Source: an optimization exercise on an open RTL-to-GDS flow (aim: small area and a short achievable clock period). Production flows keep margins and buffers that such runs may drop. RTL that was checked went through simulation tests only; none was proved equivalent to the original. No functional check of the RTL was part of run 1.

## flow/design.v (module list and top-level ports; edited modules follow where they fit)
// module coeff_selector: 120 lines
// module iir_filter: 1932 lines
// module iir_fa: 4 lines
// module iir_ha: 4 lines
// module iir_variable_filter: 12 lines
module iir_variable_filter (
    input  wire               clk,
    input  wire               reset_n,
    input  wire        [8:0]  filter_index,
    input  wire signed [15:0] data_in,
    output wire signed [31:0] data_out
);
  // ...
==> flow/run.sh <==
#!/bin/bash
# synth_recipe.tcl (not shown) runs the flow's synth.tcl, then flattens the netlist and writes it again
# the make line also repeats each setting of config.mk as NAME=value (left out here)
make -C /OpenROAD-flow-scripts/flow DESIGN_CONFIG=/design/flow/config.mk WORK_HOME=/design/flow/orfs CLKGATE_MAP_FILE= SYNTH_SCRIPT=/design/flow/synth_recipe.tcl finish
==> flow/config.mk <==
export PLATFORM = sky130hd
export DESIGN_NAME = iir_variable_filter
export DESIGN_NICKNAME = iir_variable_filter
export VERILOG_FILES = /design/flow/design.v
export SDC_FILE = /design/flow/constraint.sdc
export NUM_CORES = 4
export LEC_CHECK = 0
export CAP_MARGIN = 20
export CORE_MARGIN = 2
export CORE_UTILIZATION = 50
export SETUP_SLACK_MARGIN = 5
export SLEW_MARGIN = 20
export SYNTH_HIERARCHICAL = 1
==> flow/constraint.sdc <==
create_clock -name core_clock -period 15.0 [get_ports {clk}]
set_input_delay 3.0000 -clock core_clock [delete_from_list [all_inputs] [get_ports {clk}]]
set_output_delay 3.0000 -clock core_clock [all_outputs]
set_load 0.01 [all_outputs]
==> flow_summary_export.csv, run 1 <==
group,metric,value,unit
synthesis,syn_avg_cell_area,10.6,um2
critical_path,rr_worst_depth,24,
sta,final.setup.tns,0,ps
cts,cts_buffer_depth,2,
cts,path_clk_slew,80,ps
critical_path,crit_end,"IIR.y0[18]",
floorplanning,pin_count,59,
synthesis,synthCells,2879,
placed_design,pre_cts_ws,2140,ps
synthesis,ys_async_sr_fraction,1.00,
floorplanning,start_util,0.507,
finish,fin_nets,3598,
route,postRouteAntennaNets,0,
hold_path,hp-class,"flop to flop",
critical_path,r2r_end,"IIR.s[18]",
synthesis,yosysTopAreaCell,"fa_1",
critical_path,end_kind,"flop",
hold_path,worstHoldPathCells,0,
synthesis,synth-adder-area-share,0.444,
synthesis,synth_top_family_by_area,"adder cells",
finish,final-instance-count-excl-fill,3658,
placed_design,place.gp.congestion,0.944,
floorplanning,nWellTaps,782,
global_routing,grt_pass1_vias,27241,
critical_path,critical_path_arrival,10360,ps
critical_path,required,15390,ps
cts,cts_buffers,17,
placed_design,dp_hpwl,86600,um
cts,cts_tree,"yes",
finish,n_antenna_cell,4,
synthesis,synth_top_area_share,0.406,
route,wl_met3,15600,um
run_status,status,"finished clean",
finish,comb.multi_input.count,2392,
critical_path,r2r_start,"IIR.r_x[0]",
sta,fin_ws,5030,ps
cts,cts_sinks,141,
global_routing,overflow,0,
global_routing,gr-usage-met3,0.109,
placed_design,numPortBuffers,58,
synthesis,ys_types,73,
==> module coeff_selector, before the edit <==
module coeff_selector (
    input  logic [8:0] filter_index,
    output logic [83:0] cw,
    output logic       valid
);
    wire [4:0] f = filter_index[4:0];
    logic [83:0] rf, rlo, rhi;
    always_comb begin
        case (f[3:0])
            4'd0: rlo = 84'b110110000100010101001000000110011001101101010100110100000011101000000010000010001101;
            4'd1: rlo = 84'b000000011101110011110000011101111001100001000001111111000010011010000010000100001011;
            4'd2: rlo = 84'b000100010100110111101010101110100000101011010000101001100011101010000000001111000111;
            4'd3: rlo = 84'b000000011101110111000000000111111100010101000000101110000011011100001000001010000011;
            4'd4: rlo = 84'b010100110001100110111100001101010000101011010000111111001011101010001000011010001101;
            4'd5: rlo = 84'b011000000011100010000100100001110011011011000000111110001011101010000000010011001001;
            4'd6: rlo = 84'b000000001111010001110010011010111001101101110001101101001011101100010010010010000111;
            4'd7: rlo = 84'b000110001100100010100000100011110111100011100110001000100011101000100000100111011011;
            4'd8: rlo = 84'b001001001011010010001000100010100101001100010101011000000010001100000000111110011100;
            4'd9: rlo = 84'b000101000100000000110001100011100001010101001100011000100010110100010100110000010110;
            4'd10: rlo = 84'b000000000111110101100000110011110011001010010001000110000011101010001100101000000010;
            4'd11: rlo = 84'b000000000000000100000000011011111001000001000000000000000011110000000000111111000000;
            4'd12: rlo = 84'b000000000111110010011000110011110011001010010001000111001100001011110000000101010100;
            4'd13: rlo = 84'b000101000101000011010001100011100001010111001100011000101101011001000000001101011101;
            4'd14: rlo = 84'b001001001011010101110000100010100101101100010101011001001101101001000011010110100001;
            4'd15: rlo = 84'b000110001100100101010000100011110111100011100110001000101101010000011011110000111001;
        endcase
        case (f[1:0])
            2'd0: rhi = 84'b000000001111011110001010011010111001101101110001101100010100011100000101101101110001;
            2'd1: rhi = 84'b011000000011101101111100100001110011011001000000111110010100011100100001001010110001;
            2'd2: rhi = 84'b010101110001001011001100001101010000101101010000111111010100011000010001000110010111;
            2'd3: rhi = 84'b000000011101111001111000000111111100010101000000101110010100111010000111111100011001;
        endcase
    end
    assign rf = f[4] ? rhi : rlo;
    assign cw[0] = rf[0];
    assign cw[1] = rf[1];
    assign cw[2] = rf[2];
    assign cw[3] = rf[3];
    assign cw[4] = rf[4];
    assign cw[5] = rf[5];
    assign cw[6] = rf[6];
    assign cw[7] = rf[7];
    assign cw[8] = rf[8];
    assign cw[9] = rf[9];
    assign cw[10] = rf[10];
    assign cw[11] = rf[11];
    assign cw[12] = rf[12];
    assign cw[13] = rf[13];
    assign cw[14] = rf[14];
    assign cw[15] = rf[15];
    assign cw[16] = rf[16];
    assign cw[17] = rf[17];
    assign cw[18] = rf[18];
    assign cw[19] = rf[19];
    assign cw[20] = rf[20];
    assign cw[21] = rf[21];
    assign cw[22] = rf[22];
    assign cw[23] = rf[23];
    assign cw[24] = rf[24];
    assign cw[25] = rf[25];
    assign cw[26] = rf[26];
    assign cw[27] = rf[27];
    assign cw[28] = rf[28];
    assign cw[29] = rf[29];
    assign cw[30] = rf[30];
    assign cw[31] = rf[31];
    assign cw[32] = rf[32];
    assign cw[33] = rf[33];
    assign cw[34] = rf[34];
    assign cw[35] = rf[35];
    assign cw[36] = rf[36];
    assign cw[37] = rf[37];
    assign cw[38] = rf[38];
    assign cw[39] = rf[39];
    assign cw[40] = rf[40];
    assign cw[41] = rf[41];
    assign cw[42] = rf[42];
    assign cw[43] = rf[43];
    assign cw[44] = rf[44];
    assign cw[45] = rf[45];
    assign cw[46] = rf[46];
    assign cw[47] = rf[47];
    assign cw[48] = rf[48];
    assign cw[49] = rf[49];
    assign cw[50] = rf[50];
    assign cw[51] = rf[51];
    assign cw[52] = rf[52];
    assign cw[53] = rf[53];
    assign cw[54] = rf[54];
    assign cw[55] = rf[55];
    assign cw[56] = rf[56];
    assign cw[57] = rf[57];
    assign cw[58] = rf[58];
    assign cw[59] = rf[59];
    assign cw[60] = rf[60];
    assign cw[61] = rf[61];
    assign cw[62] = rf[62];
    assign cw[63] = rf[63];
    assign cw[64] = rf[64];
    assign cw[65] = rf[65];
    assign cw[66] = rf[66];
    assign cw[67] = rf[67];
    assign cw[68] = rf[68];
    assign cw[69] = rf[69];
    assign cw[70] = rf[70];
    assign cw[71] = rf[71];
    assign cw[72] = rf[72];
    assign cw[73] = rf[73];
    assign cw[74] = rf[74];
    assign cw[75] = rf[75];
    assign cw[76] = rf[76];
    assign cw[77] = rf[77];
    assign cw[78] = rf[78];
    assign cw[79] = rf[79];
    assign cw[80] = rf[80];
    assign cw[81] = rf[81];
    assign cw[82] = rf[82];
    assign cw[83] = rf[83];
    assign valid = filter_index < 9'd20;
endmodule
==> module iir_variable_filter, before the edit <==
module iir_variable_filter (
    input  wire               clk,
    input  wire               reset_n,
    input  wire        [8:0]  filter_index,
    input  wire signed [15:0] data_in,
    output wire signed [31:0] data_out
);
    wire [83:0] cw;
    wire valid;
    coeff_selector coeff_sel (.filter_index(filter_index), .cw(cw), .valid(valid));
    iir_filter IIR (.clk(clk), .reset_n(reset_n), .data_in(data_in), .data_out(data_out), .cw(cw), .valid(valid));
endmodule
==> inputs of run 2 (changes only) <==
--- a/flow/design.v
+++ b/flow/design.v
@@ -1,149 +1,50 @@
 module coeff_selector (
     input  logic [8:0] filter_index,
-    output logic [83:0] cw,
-    output logic       valid
+    output logic [83:0] cw
 );
-    wire [4:0] f = filter_index[4:0];
-    logic [83:0] rf, rlo, rhi;
     always_comb begin
-        case (f[3:0])
-            4'd0: rlo = 84'b110110000100010101001000000110011001101101010100110100000011101000000010000010001101;
-            4'd1: rlo = 84'b000000011101110011110000011101111001100001000001111111000010011010000010000100001011;
-            4'd2: rlo = 84'b000100010100110111101010101110100000101011010000101001100011101010000000001111000111;
-            4'd3: rlo = 84'b000000011101110111000000000111111100010101000000101110000011011100001000001010000011;
-            4'd4: rlo = 84'b010100110001100110111100001101010000101011010000111111001011101010001000011010001101;
-            4'd5: rlo = 84'b011000000011100010000100100001110011011011000000111110001011101010000000010011001001;
-            4'd6: rlo = 84'b000000001111010001110010011010111001101101110001101101001011101100010010010010000111;
-            4'd7: rlo = 84'b000110001100100010100000100011110111100011100110001000100011101000100000100111011011;
-            4'd8: rlo = 84'b001001001011010010001000100010100101001100010101011000000010001100000000111110011100;
-            4'd9: rlo = 84'b000101000100000000110001100011100001010101001100011000100010110100010100110000010110;
-            4'd10: rlo = 84'b000000000111110101100000110011110011001010010001000110000011101010001100101000000010;
-            4'd11: rlo = 84'b000000000000000100000000011011111001000001000000000000000011110000000000111111000000;
-            4'd12: rlo = 84'b000000000111110010011000110011110011001010010001000111001100001011110000000101010100;
-            4'd13: rlo = 84'b000101000101000011010001100011100001010111001100011000101101011001000000001101011101;
-            4'd14: rlo = 84'b001001001011010101110000100010100101101100010101011001001101101001000011010110100001;
-            4'd15: rlo = 84'b000110001100100101010000100011110111100011100110001000101101010000011011110000111001;
-        endcase
-        case (f[1:0])
-            2'd0: rhi = 84'b000000001111011110001010011010111001101101110001101100010100011100000101101101110001;
-            2'd1: rhi = 84'b011000000011101101111100100001110011011001000000111110010100011100100001001010110001;
-            2'd2: rhi = 84'b010101110001001011001100001101010000101101010000111111010100011000010001000110010111;
-            2'd3: rhi = 84'b000000011101111001111000000111111100010101000000101110010100111010000111111100011001;
+        case (filter_index)
+            9'd0: cw = 84'b110110000100010101001000000110011001001100010100110100000001100000000010000010000001;
+            9'd1: cw = 84'b000000011101110010110000011101111000100001000001111111000010011010000010000100000001;
+            9'd2: cw = 84'b000100010100110011001010101110100000100001010000101001100010001010000000001111000111;
+            9'd3: cw = 84'b000000011101110110000000000111111100010100000000101110000011000100001000001010000010;
+            9'd4: cw = 84'b010100110001100100111100001101010000101001010000111111001011100010001000011010001100;
+            9'd5: cw = 84'b011000000011100010000100100001110011011001000000111110001011100010000000010011000001;
+            9'd6: cw = 84'b000000001111010001100010011010111001101101110001101101001011001100010010010010000011;
+            9'd7: cw = 84'b000110001100100010100000100011110111100011100110001000100010101000100000100111010011;
+            9'd8: cw = 84'b001001001011010010001000100010100101000100010101011000000010001100000000111110011100;
+            9'd9: cw = 84'b000101000100000000010001100011100001010100001100011000100010100100010100110000010010;
+            9'd10: cw = 84'b000000000111110001100000110011110011001010010001000110000001101010001100101000000010;
+            9'd11: cw = 84'b000000000000000000000000011011111001000001000000000000000000000000000000111111000000;
+            9'd12: cw = 84'b000000000111110010011000110011110011001010010001000111000100001011110000000101010100;
+            9'd13: cw = 84'b000101000101000011010001100011100001010100001100011000101001001001000000001101001101;
+            9'd14: cw = 84'b001001001011010101110000100010100101000100010101011001001100101001000011010110100001;
+            9'd15: cw = 84'b000110001100100101010000100011110111100011100110001000101000010000011011110000111001;
+            9'd16: cw = 84'b000000001111010110001010011010111001101101110001101100010100001100000101101101100001;
+            9'd17: cw = 84'b011000000011100101110100100001110011011001000000111110010000000100100001001010010000;
+            9'd18: cw = 84'b010101110001001001001100001101010000101001010000111111010100010000010001000110000110;
+            9'd19: cw = 84'b000000011101111000111000000111111100010100000000101110010000100010000111111100011001;
+            default: cw = '0;
         endcase
     end
-    assign rf = f[4] ? rhi : rlo;
-    assign cw[0] = rf[0];
-    assign cw[1] = rf[1];
-    assign cw[2] = rf[2];
-    assign cw[3] = rf[3];
-    assign cw[4] = rf[4];
-    assign cw[5] = rf[5];
-    assign cw[6] = rf[6];
-    assign cw[7] = rf[7];
-    assign cw[8] = rf[8];
-    assign cw[9] = rf[9];
-    assign cw[10] = rf[10];
-    assign cw[11] = rf[11];
-    assign cw[12] = rf[12];
-    assign cw[13] = rf[13];
-    assign cw[14] = rf[14];
-    assign cw[15] = rf[15];
-    assign cw[16] = rf[16];
-    assign cw[17] = rf[17];
-    assign cw[18] = rf[18];
-    assign cw[19] = rf[19];
-    assign cw[20] = rf[20];
-    assign cw[21] = rf[21];
-    assign cw[22] = rf[22];
-    assign cw[23] = rf[23];
-    assign cw[24] = rf[24];
-    assign cw[25] = rf[25];
-    assign cw[26] = rf[26];
-    assign cw[27] = rf[27];
-    assign cw[28] = rf[28];
-    assign cw[29] = rf[29];
-    assign cw[30] = rf[30];
-    assign cw[31] = rf[31];
-    assign cw[32] = rf[32];
-    assign cw[33] = rf[33];
-    assign cw[34] = rf[34];
-    assign cw[35] = rf[35];
-    assign cw[36] = rf[36];
-    assign cw[37] = rf[37];
-    assign cw[38] = rf[38];
-    assign cw[39] = rf[39];
-    assign cw[40] = rf[40];
-    assign cw[41] = rf[41];
-    assign cw[42] = rf[42];
-    assign cw[43] = rf[43];
-    assign cw[44] = rf[44];
-    assign cw[45] = rf[45];
-    assign cw[46] = rf[46];
-    assign cw[47] = rf[47];
-    assign cw[48] = rf[48];
-    assign cw[49] = rf[49];
-    assign cw[50] = rf[50];
-    assign cw[51] = rf[51];
-    assign cw[52] = rf[52];
-    assign cw[53] = rf[53];
-    assign cw[54] = rf[54];
-    assign cw[55] = rf[55];
-    assign cw[56] = rf[56];
-    assign cw[57] = rf[57];
-    assign cw[58] = rf[58];
-    assign cw[59] = rf[59];
-    assign cw[60] = rf[60];
-    assign cw[61] = rf[61];
-    assign cw[62] = rf[62];
-    assign cw[63] = rf[63];
-    assign cw[64] = rf[64];
-    assign cw[65] = rf[65];
-    assign cw[66] = rf[66];
-    assign cw[67] = rf[67];
-    assign cw[68] = rf[68];
-    assign cw[69] = rf[69];
-    assign cw[70] = rf[70];
-    assign cw[71] = rf[71];
-    assign cw[72] = rf[72];
-    assign cw[73] = rf[73];
-    assign cw[74] = rf[74];
-    assign cw[75] = rf[75];
-    assign cw[76] = rf[76];
-    assign cw[77] = rf[77];
-    assign cw[78] = rf[78];
-    assign cw[79] = rf[79];
-    assign cw[80] = rf[80];
-    assign cw[81] = rf[81];
-    assign cw[82] = rf[82];
-    assign cw[83] = rf[83];
-    assign valid = filter_index < 9'd20;
 endmodule
 module iir_filter (
     input  wire               clk,
     input  wire               reset_n,
     input  wire signed [15:0] data_in,
     output wire signed [31:0] data_out,
-    input  wire [83:0] cw,     
-    input  wire        valid   
+    input  wire [83:0] cw      
 );
     reg signed [15:0] r_x, x1, x2;
     reg signed [18:0] s;         
     reg signed [18:0] y0, y1, y2;    
-    reg  signed [16:0] q;        
-    wire [16:0] qn;
-    wire [16:0] qc;
-    iir_ha u_qa0 (.a(r_x[0]), .b(x1[0]), .s(qn[0]), .co(qc[1]));
-    genvar gi;
-    generate for (gi = 1; gi < 16; gi = gi + 1) begin : qrip
-        iir_fa u_qa (.a(r_x[gi]), .b(x1[gi]), .c(qc[gi]), .s(qn[gi]), .co(qc[gi+1]));
-    end endgenerate
-    assign qn[16] = r_x[15] ^ x1[15] ^ qc[16];
-    assign qc[0] = 1'b0;
+    wire signed [16:0] q = x1 + x2;
+    wire signed [16:0] qn = r_x + x1;    
     wire shs0, shc0;
     iir_ha u_sh0 (.a(x2[1]), .b(qn[1]), .s(shs0), .co(shc0));
     wire ss0, sc0;
     iir_fa u_sa0 (.a(x2[2]), .b(qn[2]), .c(qn[1]), .s(ss0), .co(sc0));
     wire ss1, sc1;
     iir_fa u_sa1 (.a(x2[3]), .b(qn[3]), .c(qn[2]), .s(ss1), .co(sc1));
     wire ss2, sc2;
     iir_fa u_sa2 (.a(x2[4]), .b(qn[4]), .c(qn[3]), .s(ss2), .co(sc2));
@@ -2036,21 +1937,21 @@
     iir_fa u_fa580 (.a(fs517), .b(fc548), .c(fs549), .s(fs580), .co(fc580));
     wire fs581, fc581;
     iir_fa u_fa581 (.a(fs550), .b(fc517), .c(fc549), .s(fs581), .co(fc581));
     wire [31:0] sa = {fc580, fc579, fc578, fc577, fc576, fc575, fc574, fc573, fc572, fc571, fc570, fc569, fc568, fc567, fc566, fc565, fc564, fc563, fc562, fc561, fc560, fc559, fc558, fc557, fc556, fc555, fc554, fc553, fc552, fc551, fhc26, fhs26};
     wire [31:0] sb = {fs581, fs580, fs579, fs578, fs577, fs576, fs575, fs574, fs573, fs572, fs571, fs570, fs569, fs568, fs567, fs566, fs565, fs564, fs563, fs562, fs561, fs560, fs559, fs558, fs557, fs556, fs555, fs554, fs553, fs552, fs551, fhs25};
     wire [31:0] sum = sa + sb;
     always @(posedge clk or negedge reset_n) begin
         if (!reset_n) begin
-            r_x <= 0; x1 <= 0; x2 <= 0; s <= 0; q <= 0;
+            r_x <= 0; x1 <= 0; x2 <= 0; s <= 0;
             y0 <= 0; y1 <= 0; y2 <= 0;
         end else begin
-            r_x <= data_in; x1 <= r_x; x2 <= x1; s <= s_next; q <= qn;
-            y0 <= sum[31:13] & {19{valid}}; y1 <= y0; y2 <= y1;
+            r_x <= data_in; x1 <= r_x; x2 <= x1; s <= s_next;
+            y0 <= sum[31:13]; y1 <= y0; y2 <= y1;
         end
     end
     assign data_out = {{13{y0[18]}}, y0};
 endmodule
 module iir_fa (input wire a, input wire b, input wire c, output wire s, output wire co);
     assign s = a ^ b ^ c;
     assign co = (a & b) | (a & c) | (b & c);
 endmodule
@@ -2061,12 +1962,11 @@
 module iir_variable_filter (
     input  wire               clk,
     input  wire               reset_n,
     input  wire        [8:0]  filter_index,
     input  wire signed [15:0] data_in,
     output wire signed [31:0] data_out
 );
     wire [83:0] cw;
-    wire valid;
-    coeff_selector coeff_sel (.filter_index(filter_index), .cw(cw), .valid(valid));
-    iir_filter IIR (.clk(clk), .reset_n(reset_n), .data_in(data_in), .data_out(data_out), .cw(cw), .valid(valid));
+    coeff_selector coeff_sel (.filter_index(filter_index), .cw(cw));
+    iir_filter IIR (.clk(clk), .reset_n(reset_n), .data_in(data_in), .data_out(data_out), .cw(cw));
 endmodule
==> flow/config.mk (replaced) <==
export PLATFORM = sky130hd
export DESIGN_NAME = iir_variable_filter
export DESIGN_NICKNAME = iir_variable_filter
export VERILOG_FILES = /design/flow/design.v
export SDC_FILE = /design/flow/constraint.sdc
export NUM_CORES = 4
export LEC_CHECK = 0
export CAP_MARGIN = 20
export CORE_MARGIN = 2
export CORE_UTILIZATION = 40
export SLEW_MARGIN = 20
export SYNTH_HIERARCHICAL = 1
==> flow_summary_export.csv, run 2 <==
group,metric,value,unit
finish,fin_nets,3732,
critical_path,end_kind,"flop",
hold_path,hp-class,"flop to flop",
cts,cts_sinks,124,
finish,n_antenna_cell,0,
finish,drive_gt1_frac,0.0720,
critical_path,required,15360,ps
sta,fin_ws,2330,ps
sta,min_period,12670,ps
sta,fmax,78.9,MHz
placed_design,dp_hpwl,88700,um
synthesis,synth.area.top_cells,"fa_1 (39%), xnor2_1 (15%), a22oi_1 (10%), dfrtp_1 (9.9%), ha_1 (4.9%)",
floorplanning,row_count,102,
hold_path,hp-start,"IIR.r_x[0]",
finish,final_cell_mix,"fa_1 (607), xnor2_1 (552), a22oi_1 (435)",
synthesis,ys_async_sr_fraction,1.00,
run_status,status,"finished clean",
global_routing,overflow,0,
cts,cts_resized,0,
cts,ctsHoldBuffers,0,
route,drc,0,
route,drtPass1Iterations,9,
cts,clock_latency,490,ps
synthesis,synth_area,31400,um2
synthesis,synth_common_cells,"fa_1 (607), xnor2_1 (552), a22oi_1 (435), clkbuf_1 (233), nand2_1 (221)",
synthesis,synth_seq_cells,124,
cts,clockRootBuffer,"clkbuf_16",
critical_path,r2r_start,"IIR.x1[1]",
global_routing,grt_max_degree,78,
floorplanning,pin_count,59,
synthesis,synthFlopType,"dfrtp_1",
placed_design,numPortBuffers,58,
synthesis,yosysTopAreaCell,"fa_1",
placed_design,dp_cells,3996,
cts,cts_buffer_depth,2,
synthesis,ys_warn_count,8,
sta,fin_crit_sh,0.845,
critical_path,crit_path_start_kind,"input pin",
sta,finalHoldViolCount,0,
cts,cts_setup_buffers,0,
floorplanning,core_area,77600,um2
critical_path,worstSetupPathType,"input pin to flop",
sta,slew_viol_final,0,
cts,cts_tree,"yes",
synthesis,synth_top_area_share,0.387,
sta,tightestPinTransition,1130,ps
floorplanning,die_area,80800,um2
synthesis,syn-num-nets,3848,
run,drv_cap,0,
route,via_count,25486,
route,postRouteAntennaNets,0,
sta,hold_slack,383,ps
cts,cts_buffers,17,
floorplanning,die_w,284,um
global_routing,grt_pass1_vias,26683,
synthesis,yosysSeqAreaShare,0.0988,
route,drt-total-wl,121000,um
synthesis,synthCells,3091,
route,via_per_inst,6.33,
synthesis,synth_edf_count,0,
floorplanning,start_util,0.405,
cts,htreeDepth,4,
finish,final_common_cell,"fa_1",
route,routedWlPerCell,29.9,um
placed_design,pre_cts_ws,2220,ps
synthesis,syn_avg_cell_area,10.2,um2
global_routing,grt_usage,0.303,
sta,final.setup.tns,0,ps
critical_path,crit_start,"filter_index[1]",
finish,syn_to_final_growth,7.54,%
finish,final-instance-count-excl-fill,4028,
synthesis,yosysMostFrequentCell,"fa_1",
critical_path,critical_path_arrival,13030,ps
placed_design,place.gp.congestion,1.01,
sta,finalSetupViolCount,0,
floorplanning,die_h,284,um
synthesis,ys_types,75,
route,drt_first_iter_violations,3526,
sta,grt_setup_unrepaired,"no",
critical_path,crit_fanout,19,
global_routing,grt_pass1_wl,180000,um
sta,slew_headroom,0.248,
global_routing,antenna_found_initial,1,
cts,path_clk_slew,70,ps
sta,clock-skew-final,14.9,ps
run 2: worst paths after layout:
check | cells past startpoint | to | slack, ps
setup reg to reg | 24 | IIR.y0[14] | 6420
hold reg to reg | 0 | IIR.x1[0] | 380
hold / removal | 0 | IIR.x1[0] | 380
max in group asynchronous | 2 | IIR.x2[2] | 11330
setup / recovery | 26 | IIR.y0[17] | 2330
min in group asynchronous | 1 | IIR.y1[10] | 2440
run 2: critical path: stages:
cell and delay (ps):
clkdlybuf4s50_1 730, clkinv_1 460, ha_1 920, nand2_1 270, a21oi_1 220, nor3_1 90, a2111oi_4 710, buf_4 350
a22oi_1 130, xnor2_1 240, fa_1 470, fa_1 440, fa_1 600, fa_1 470, fa_1 410, fa_1 520
fa_1 420, ha_1 380, nand4_1 220, o22ai_1 330, o211ai_1 200, o211ai_1 180, a21boi_0 580, a41o_1 330
a41oi_1 150, xnor2_1 160
run 2: cells by family (layout without fill, tap and decap cells):
kind of cell	Yosys count	after routing	share of synthesized area
multiplexers	2	2	0.00104
AO/OA/AOI/OAI	818	818	0.183
buffers and inverters	358	255	0.0463
flip-flops	124	124	0.0988
XOR/XNOR	612	612	0.171
adder cells (fa/ha/maj)	730	730	0.436
AND/OR/NAND/NOR	447	447	0.0648
run 2: routing by layer:
layer,share of wire,global-route usage,up-vias
li1,-,-,10346
met1,0.37,0.383,12977
met4,0.076,0.191,2
met2,0.45,0.465,1739
met5,0.00011,0.00119,-
met3,0.11,0.0746,422
run 2: modules after synthesis, one instance, submodules excluded, excerpt:
module	cells inside	flip-flops and latches	area, um2	times used
coeff_selector	398	0	2200	1
iir_fa	1	0	20.0	604
iir_filter	2062	124	16800	1
iir_ha	1	0	12.5	27
run 2: cell type report:
cell class                 instances  area, um2
tap                             1040       1300
multi-input combinational       2609      27200
clock inverter                    13        108
inverter                          55        206
fill                            7532      43800
sequential                       124       3100
timing repair buffer             168       1400
clock buffer                      19        443
run 2: stage by stage:
stage	area, um2	util
2_1_floorplan	31400	-
5_1_grt	33800	0.435
6_report	33800	0.435
4_1_cts	33800	0.435
3_5_place_dp	33200	0.428
3_3_place_gp	33200	0.428

static timing again, ports no longer ideal:
No port has a modelled driver above. Below, the same layouts with a new extraction and two added sets of constraints. Step 1 (the two cells are an assumption about what drives the block):
set clk [get_ports {clk}]
set_driving_cell -lib_cell sky130_fd_sc_hd__clkbuf_16 $clk
set_driving_cell -lib_cell sky130_fd_sc_hd__buf_2 [delete_from_list [all_inputs] $clk]
Step 2 adds t to the input delays and takes it off the output delays; t is the mean of the earliest and latest rising clock arrival at the registers after step 1. Input paths then give back, and output paths get back, about the clock's delay inside the block. a / b / c = ideal ports / drivers / drivers and shift; a / b = the first two.
run | t (ns) | slack for setup (ns) | hold slack, ns
run 1 | 0.560 | 5.032 / 4.978 / 4.418 | 0.389 / 0.389 / 0.389
run 2 | 0.556 | 2.326 / 2.358 / 1.801 | 0.383 / 0.383 / 0.383
After both steps setup and hold are still met in every run listed. The setup slack of run 1, which loses most, moves by -0.054 ns with the drivers and by -0.614 ns with both steps.
